Source: an optimization exercise on an open RTL-to-GDS flow (aim: small area). Production flows keep margins and buffers that such runs may drop.
Function was checked by simulation only, so behaviour that the tests miss may differ from the original.
Power figures rest on the tool's default switching activity, not on a simulated workload.

==> flow/design.v <==
module StepCalculatorDataflow (
    input wire clk,
    input wire rst,
    input wire [7:0] hr_input,
    input wire [2:0] steps_per_second,
    input wire [7:0] stride_length,
    input wire valid_input,
    output wire [15:0] total_steps,
    output wire [31:0] total_distance,
    output wire [31:0] distance_per_second,
    output wire [7:0] time_elapsed,
    output wire [1:0] heart_rate_classification,
    output wire [7:0] max_heart_rate,
    output wire [31:0] total_calories,
    output wire [31:0] average_heart_rate,
    output wire [1:0] workout_intensity,
    output wire [15:0] speed
);
    reg [6:0] k;         
    reg z;               
    reg flag;            
    reg clr;             
    wire start = valid_input | z;    
    wire [6:0] k_inc;
    assign k_inc[0] = ~k[0];
    genvar gk;
    generate for (gk = 1; gk < 7; gk = gk + 1) begin : g_inc
        assign k_inc[gk] = k[gk] ^ (&k[gk-1:0]);
    end endgenerate
    wire busy = (k != 7'd0);
    always @(posedge clk)
        k <= start ? 7'd1 : (k_inc & {7{busy}});
    always @(posedge clk or posedge rst) begin
        if (rst) begin
            z <= 1'b1;
            flag <= 1'b0;
        end else begin
            if (start)
                z <= 1'b0;
            if (k == 7'd127 && !clr)
                flag <= 1'b1;
        end
    end
    always @(posedge clk)
        if (start) clr <= ~valid_input;
    wire ph_a  = start | (busy && k[6:5] == 2'd0);
    wire ph_b  = (k[6:5] == 2'd1);
    wire ph_b6 = ph_b && !(k[4:3] == 2'b11 && k[2:1] != 2'b00);    
    wire ph_c  = (k[6:5] == 2'd2);
    wire ph_ts = ph_c && !k[4];
    wire ph_d  = (k[6:5] == 2'd3);
    wire ph_te = ph_d && (k[4:3] == 2'd0);
    wire [4:0] ki = k[4:0];                  
    wire ix0 = (ki == 5'd0);
    localparam [7:0] H_POL = 8'haa;
    reg [7:0] h_q;
    wire [7:0] h = h_q ^ H_POL;
    reg [2:0] s;         
    always @(posedge clk) begin
        if (valid_input)
            h_q <= hr_input ^ H_POL;
        else
            h_q <= ~{h_q[0], h_q[7:1]};
        if (valid_input) s <= steps_per_second;
    end
    wire [2:0] s_e = clr ? 3'd0 : s;
    reg [7:0] mx;
    reg gt;
    wire ph_mx  = (k[6:4] == 3'b100);
    wire ph_cmp = (k[6:3] == 4'b1000);
    wire m_b = mx[0] & flag;
    wire h_b = h[1] & ~clr;
    always @(posedge clk) begin
        if (ph_cmp)
            gt <= (h_b & ~m_b) | (~(h_b ^ m_b) & ~ix0 & gt);
        if (ph_mx)
            mx <= {ph_cmp ? mx[0] : (gt ? h_b : m_b), mx[7:1]};
    end
    reg [15:0] ts;
    reg [31:0] td;
    reg [31:0] sum;
    localparam [31:0] AVG_POL = 32'haaaaaaaa;
    reg [31:0] avg_q;
    wire [31:0] avg = avg_q ^ AVG_POL;
    reg [19:0] cal;
    reg [15:0] spd;
    reg [7:0] te;
    reg [7:0] r;
    wire div_first = start | (ph_b & ix0) | (ph_c & ix0);
    wire td_rd  = start ? td[31] : td[{~k[3:0], 1'b1}];
    wire sum_rd = sum[{~k[3:0], 1'b1}];
    wire n_in = ph_a ? td_rd : (ph_c ? sum_rd : avg[31]);
    wire [7:0] dv = ph_b ? 8'd125 : te;
    wire [8:0] x9 = {(div_first ? 8'd0 : r), n_in};
    wire [8:0] b9 = {1'b1, ~dv};
    wire [9:0] dc;
    wire [8:0] df;
    assign dc[0] = ~ph_c;
    genvar gd;
    generate for (gd = 0; gd < 9; gd = gd + 1) begin : g_div
        assign df[gd] = x9[gd] ^ b9[gd] ^ dc[gd];
        assign dc[gd+1] = (x9[gd] & b9[gd]) | (x9[gd] & dc[gd]) | (b9[gd] & dc[gd]);
    end endgenerate
    wire q = dc[9];
    always @(posedge clk)
        r <= q ? df[7:0] : x9[7:0];
    wire spd_ok = flag & (te != 8'd0);
    wire avg_ok = flag & (te != 8'd255);
    reg [7:0] acc;
    reg [3:0] xd;
    reg pb;
    wire a_in = avg[0] & flag & ph_a;
    wire [7:0] m_pp = te & {8{a_in}};
    wire [7:0] m_ac = acc;
    wire [8:0] mc;
    wire [7:0] ms;
    assign mc[0] = 1'b0;
    genvar gm;
    generate for (gm = 0; gm < 8; gm = gm + 1) begin : g_mul
        assign ms[gm] = m_ac[gm] ^ m_pp[gm] ^ mc[gm];
        assign mc[gm+1] = (m_ac[gm] & m_pp[gm]) | (m_ac[gm] & mc[gm]) | (m_pp[gm] & mc[gm]);
    end endgenerate
    wire [8:0] msum = {mc[8], ms};
    wire x_t = msum[0];
    wire x_d = xd[3];
    wire b_e = ~start & pb;      
    wire p_t = x_d ^ x_t ^ b_e;
    wire b_n = (~x_d & (x_t | b_e)) | (x_t & b_e);
    always @(posedge clk) begin
        acc <= msum[8:1];
        xd <= {xd[2:0], x_t};
        pb <= b_n;
    end
    reg cts;
    wire s_bit = (ki == 5'd0) ? s_e[0] : (ki == 5'd1) ? s_e[1] : (ki == 5'd2) ? s_e[2] : 1'b0;
    wire ts_i = ts[0] & flag;
    wire cts_e = ~ix0 & cts;
    wire [1:0] ts_add = {(ts_i & s_bit) | (ts_i & cts_e) | (s_bit & cts_e), ts_i ^ s_bit ^ cts_e};
    always @(posedge clk) begin
        if (ph_ts) ts <= {ts_add[0], ts[15:1]};
        cts <= ts_add[1];
    end
    localparam [31:0] W1_MASK = 32'h000001fe;    
    localparam [31:0] W2_MASK = 32'h000003fc;    
    wire a0 = s_e[0] & cal[17] & (ki[4:3] == 2'd0);
    wire a1 = s_e[1] & cal[18] & W1_MASK[ki];
    wire a2 = s_e[2] & cal[19] & W2_MASK[ki];
    reg [1:0] ctd;
    wire td_i = td[0] & flag;
    wire [1:0] ctd_e = ix0 ? 2'd0 : ctd;
    wire sA = td_i ^ a0 ^ a1;
    wire cA = (td_i & a0) | (td_i & a1) | (a0 & a1);
    wire cB = (sA & a2) | (sA & ctd_e[0]) | (a2 & ctd_e[0]);
    wire [2:0] td_add = {(cA & cB) | (cA & ctd_e[1]) | (cB & ctd_e[1]), cA ^ cB ^ ctd_e[1], sA ^ a2 ^ ctd_e[0]};
    always @(posedge clk) begin
        if (ph_a)
            td <= {td[0], td[31:1]};
        else if (ph_b)
            td <= {td_add[0], td[31:1]};
        ctd <= td_add[2:1];
    end
    always @(posedge clk)
        if (ph_a) spd <= {spd[14:0], q & spd_ok};
    always @(posedge clk) begin
        if (ph_a)
            avg_q <= ~{p_t, avg_q[31:1]};
        else if (ph_b6 || ph_c)
            avg_q <= ~{avg_q[30:0], ~(q & avg_ok)};
    end
    always @(posedge clk) begin
        if (valid_input)
            cal[17:10] <= {stride_length[0], stride_length[1], stride_length[2], stride_length[3],
                           stride_length[4], stride_length[5], stride_length[6], stride_length[7]};
        else if (ph_b6)
            cal <= {cal[18:0], q & flag};
    end
    reg csum;
    wire h_bit = h_b & ph_te;
    wire sm_i = sum[0] & flag;
    wire csum_e = ~ix0 & csum;
    wire [1:0] sum_add = {(sm_i & h_bit) | (sm_i & csum_e) | (h_bit & csum_e), sm_i ^ h_bit ^ csum_e};
    always @(posedge clk) begin
        if (ph_c)
            sum <= {sum[0], sum[31:1]};
        else if (ph_d)
            sum <= {sum_add[0], sum[31:1]};
        csum <= sum_add[1];
    end
    reg cte;
    wire cte_e = ix0 | cte;
    always @(posedge clk) begin
        if (ph_te) te <= {flag & (te[0] ^ cte_e), te[7:1]};
        cte <= te[0] & cte_e;
    end
    assign total_steps = ts;
    assign total_distance = td;
    assign distance_per_second = 32'd0;
    assign time_elapsed = te;
    assign max_heart_rate = mx;
    assign total_calories = {12'd0, cal};
    assign average_heart_rate = avg;
    assign speed = spd;
    localparam [255:0] M_HR1 = 256'hffffffffffffffffffffffffff80000000000000000000000000000000000000;    
    localparam [255:0] M_HR2 = 256'hffffffffffffffffffe000000000000000000000000000000000000000000000;    
    localparam [255:0] M_AV1 = 256'hffffffffffffffffffffffffffffffffff000000000000000000000000000000;    
    localparam [255:0] M_AV2 = 256'hfffffffffffffffffffffffe0000000000000000000000000000000000000000;    
    wire hr1 = M_HR1[hr_input];
    wire hr2 = M_HR2[hr_input];
    assign heart_rate_classification = {hr2, hr1 & ~hr2};
    wire av_hi = |avg[31:8];
    wire av1 = av_hi | M_AV1[avg[7:0]];
    wire av2 = av_hi | M_AV2[avg[7:0]];
    assign workout_intensity = {av2, av1 & ~av2};
endmodule
==> flow/config.mk <==
export PLATFORM = sky130hd
export DESIGN_NAME = StepCalculatorDataflow
export DESIGN_NICKNAME = StepCalculatorDataflow
export VERILOG_FILES = /design/flow/design.v
export SDC_FILE = /design/flow/constraint.sdc
export NUM_CORES = 4
export LEC_CHECK = 0
export CAP_MARGIN = 20
export CORE_MARGIN = 2
export CORE_UTILIZATION = 85
export SLEW_MARGIN = 20
==> flow/constraint.sdc <==
create_clock -name core_clock -period 90.0 [get_ports {clk}]
set_input_delay 18.0000 -clock core_clock [delete_from_list [all_inputs] [get_ports {clk}]]
set_output_delay 18.0000 -clock core_clock [all_outputs]
set_load 0.01 [all_outputs]
standard.sh (not shown) runs the stock make flow with config.mk's settings and CLKGATE_MAP_FILE= SYNTH_SCRIPT=/design/flow/synth_recipe.tcl, a recipe that flattens the netlist after the stock synthesis.
==> flow/flow/run.sh <==
#!/bin/bash
# Standard ORFS layout (the standard.sh) with a few extra ORFS settings
# from flow/extra.mk: smaller port buffers, no CTS dummy loads.
set -euo pipefail
HERE=$(pwd)
{ echo "include $HERE/config.mk"; cat "$HERE/flow/extra.mk"; } > "$HERE/my_config.mk"
sed "s#DESIGN_CONFIG=[^ ]*#DESIGN_CONFIG=$HERE/my_config.mk#" standard.sh > my_standard.sh
bash my_standard.sh > standard.log 2>&1
==> flow/flow/extra.mk <==
export BUFFER_PORTS_ARGS = -buffer_cell sky130_fd_sc_hd__buf_1
export CTS_ARGS = -sink_clustering_enable -repair_clock_nets -dont_use_dummy_load -buf_list sky130_fd_sc_hd__clkbuf_8 -root_buf sky130_fd_sc_hd__clkbuf_4 -tree_buf sky130_fd_sc_hd__clkbuf_4 -sink_clustering_size 18 -sink_clustering_max_diameter 55
export SKIP_REPAIR_TIE_FANOUT = 1
Next try:
--- a/flow/design.v
+++ b/flow/design.v
@@ -128,20 +128,22 @@
     wire b_n = (~x_d & (x_t | b_e)) | (x_t & b_e);
     always @(posedge clk) begin
         acc <= msum[8:1];
         xd <= {xd[2:0], x_t};
         pb <= b_n;
     end
-    reg cts;
+    reg cser;
     wire s_bit = (ki == 5'd0) ? s_e[0] : (ki == 5'd1) ? s_e[1] : (ki == 5'd2) ? s_e[2] : 1'b0;
-    wire ts_i = ts[0] & flag;
-    wire cts_e = ~ix0 & cts;
-    wire [1:0] ts_add = {(ts_i & s_bit) | (ts_i & cts_e) | (s_bit & cts_e), ts_i ^ s_bit ^ cts_e};
-    always @(posedge clk) begin
-        if (ph_ts) ts <= {ts_add[0], ts[15:1]};
-        cts <= ts_add[1];
+    wire h_bit = h_b & ph_te;
+    wire ser_a = ((ts[0] & ph_c) | (sum[0] & ph_d)) & flag;
+    wire ser_b = (s_bit & ph_c) | h_bit;
+    wire ser_c = ~ix0 & cser;
+    wire [1:0] ser_add = {(ser_a & ser_b) | (ser_a & ser_c) | (ser_b & ser_c), ser_a ^ ser_b ^ ser_c};
+    always @(posedge clk) begin
+        if (ph_ts) ts <= {ser_add[0], ts[15:1]};
+        cser <= ser_add[1];
     end
     localparam [31:0] W1_MASK = 32'h000001fe;    
     localparam [31:0] W2_MASK = 32'h000003fc;    
     wire a0 = s_e[0] & cal[17] & (ki[4:3] == 2'd0);
     wire a1 = s_e[1] & cal[18] & W1_MASK[ki];
     wire a2 = s_e[2] & cal[19] & W2_MASK[ki];
@@ -171,23 +173,17 @@
         if (valid_input)
             cal[17:10] <= {stride_length[0], stride_length[1], stride_length[2], stride_length[3],
                            stride_length[4], stride_length[5], stride_length[6], stride_length[7]};
         else if (ph_b6)
             cal <= {cal[18:0], q & flag};
     end
-    reg csum;
-    wire h_bit = h_b & ph_te;
-    wire sm_i = sum[0] & flag;
-    wire csum_e = ~ix0 & csum;
-    wire [1:0] sum_add = {(sm_i & h_bit) | (sm_i & csum_e) | (h_bit & csum_e), sm_i ^ h_bit ^ csum_e};
     always @(posedge clk) begin
         if (ph_c)
             sum <= {sum[0], sum[31:1]};
         else if (ph_d)
-            sum <= {sum_add[0], sum[31:1]};
-        csum <= sum_add[1];
+            sum <= {ser_add[0], sum[31:1]};
     end
     reg cte;
     wire cte_e = ix0 | cte;
     always @(posedge clk) begin
         if (ph_te) te <= {flag & (te[0] ^ cte_e), te[7:1]};
         cte <= te[0] & cte_e;
Result:
- The new run completed without violations
- non-clock buffer count climbs by 1
- setup slack degrades by 33 ps
- via count climbs by roughly a tenth
- hold slack improves by 5.3 ps
- total power climbs slightly
- critical path depth is unchanged
- die area drops slightly
- register-to-register slack degrades by 550 ps
- global-route usage climbs by 7.5 points
- sequential share of layout area climbs by 0.14 points
- clock power climbs slightly
- wire length climbs by about a fifth
- count of clock-buffer cells in the layout stays the same
- final cell count climbs slightly

-- static timing again, ports no longer ideal --
The results above use ideal ports. As a check the final layouts listed here were re-extracted and re-timed, cells and wires unchanged. Step 1 sets driving cells, clkbuf_16 on the clock port and buf_2 on the other inputs (assumed; they add their load-dependent delay and slew). Step 2 moves the port delays by t, midway between the first and last clock arrival at a register: inputs arrive t later, outputs are due t later. That takes back most of the time a late clock gives input paths. Three values: ideal, step 1, step 2; two values: the first two.
| run | t (ns) | setup slack, ns | clock arrival spread, ns | slew at the worst register clock pin (ns) | worst data-port slew with drivers (ns) |
|---|---|---|---|---|---|
| the first run | 0.601 | 53.066 / 53.026 / 53.026 | 0.053 / 0.053 | 0.11 / 0.11 | 0.05 |
| the second run | 0.613 | 53.033 / 53.005 / 53.005 | 0.022 / 0.022 | 0.12 / 0.12 | 0.07 |
After both steps every run listed still meets setup and hold. The setup slack of the first run, which loses most, moves by -0.040 ns with the drivers and by -0.040 ns with both steps.
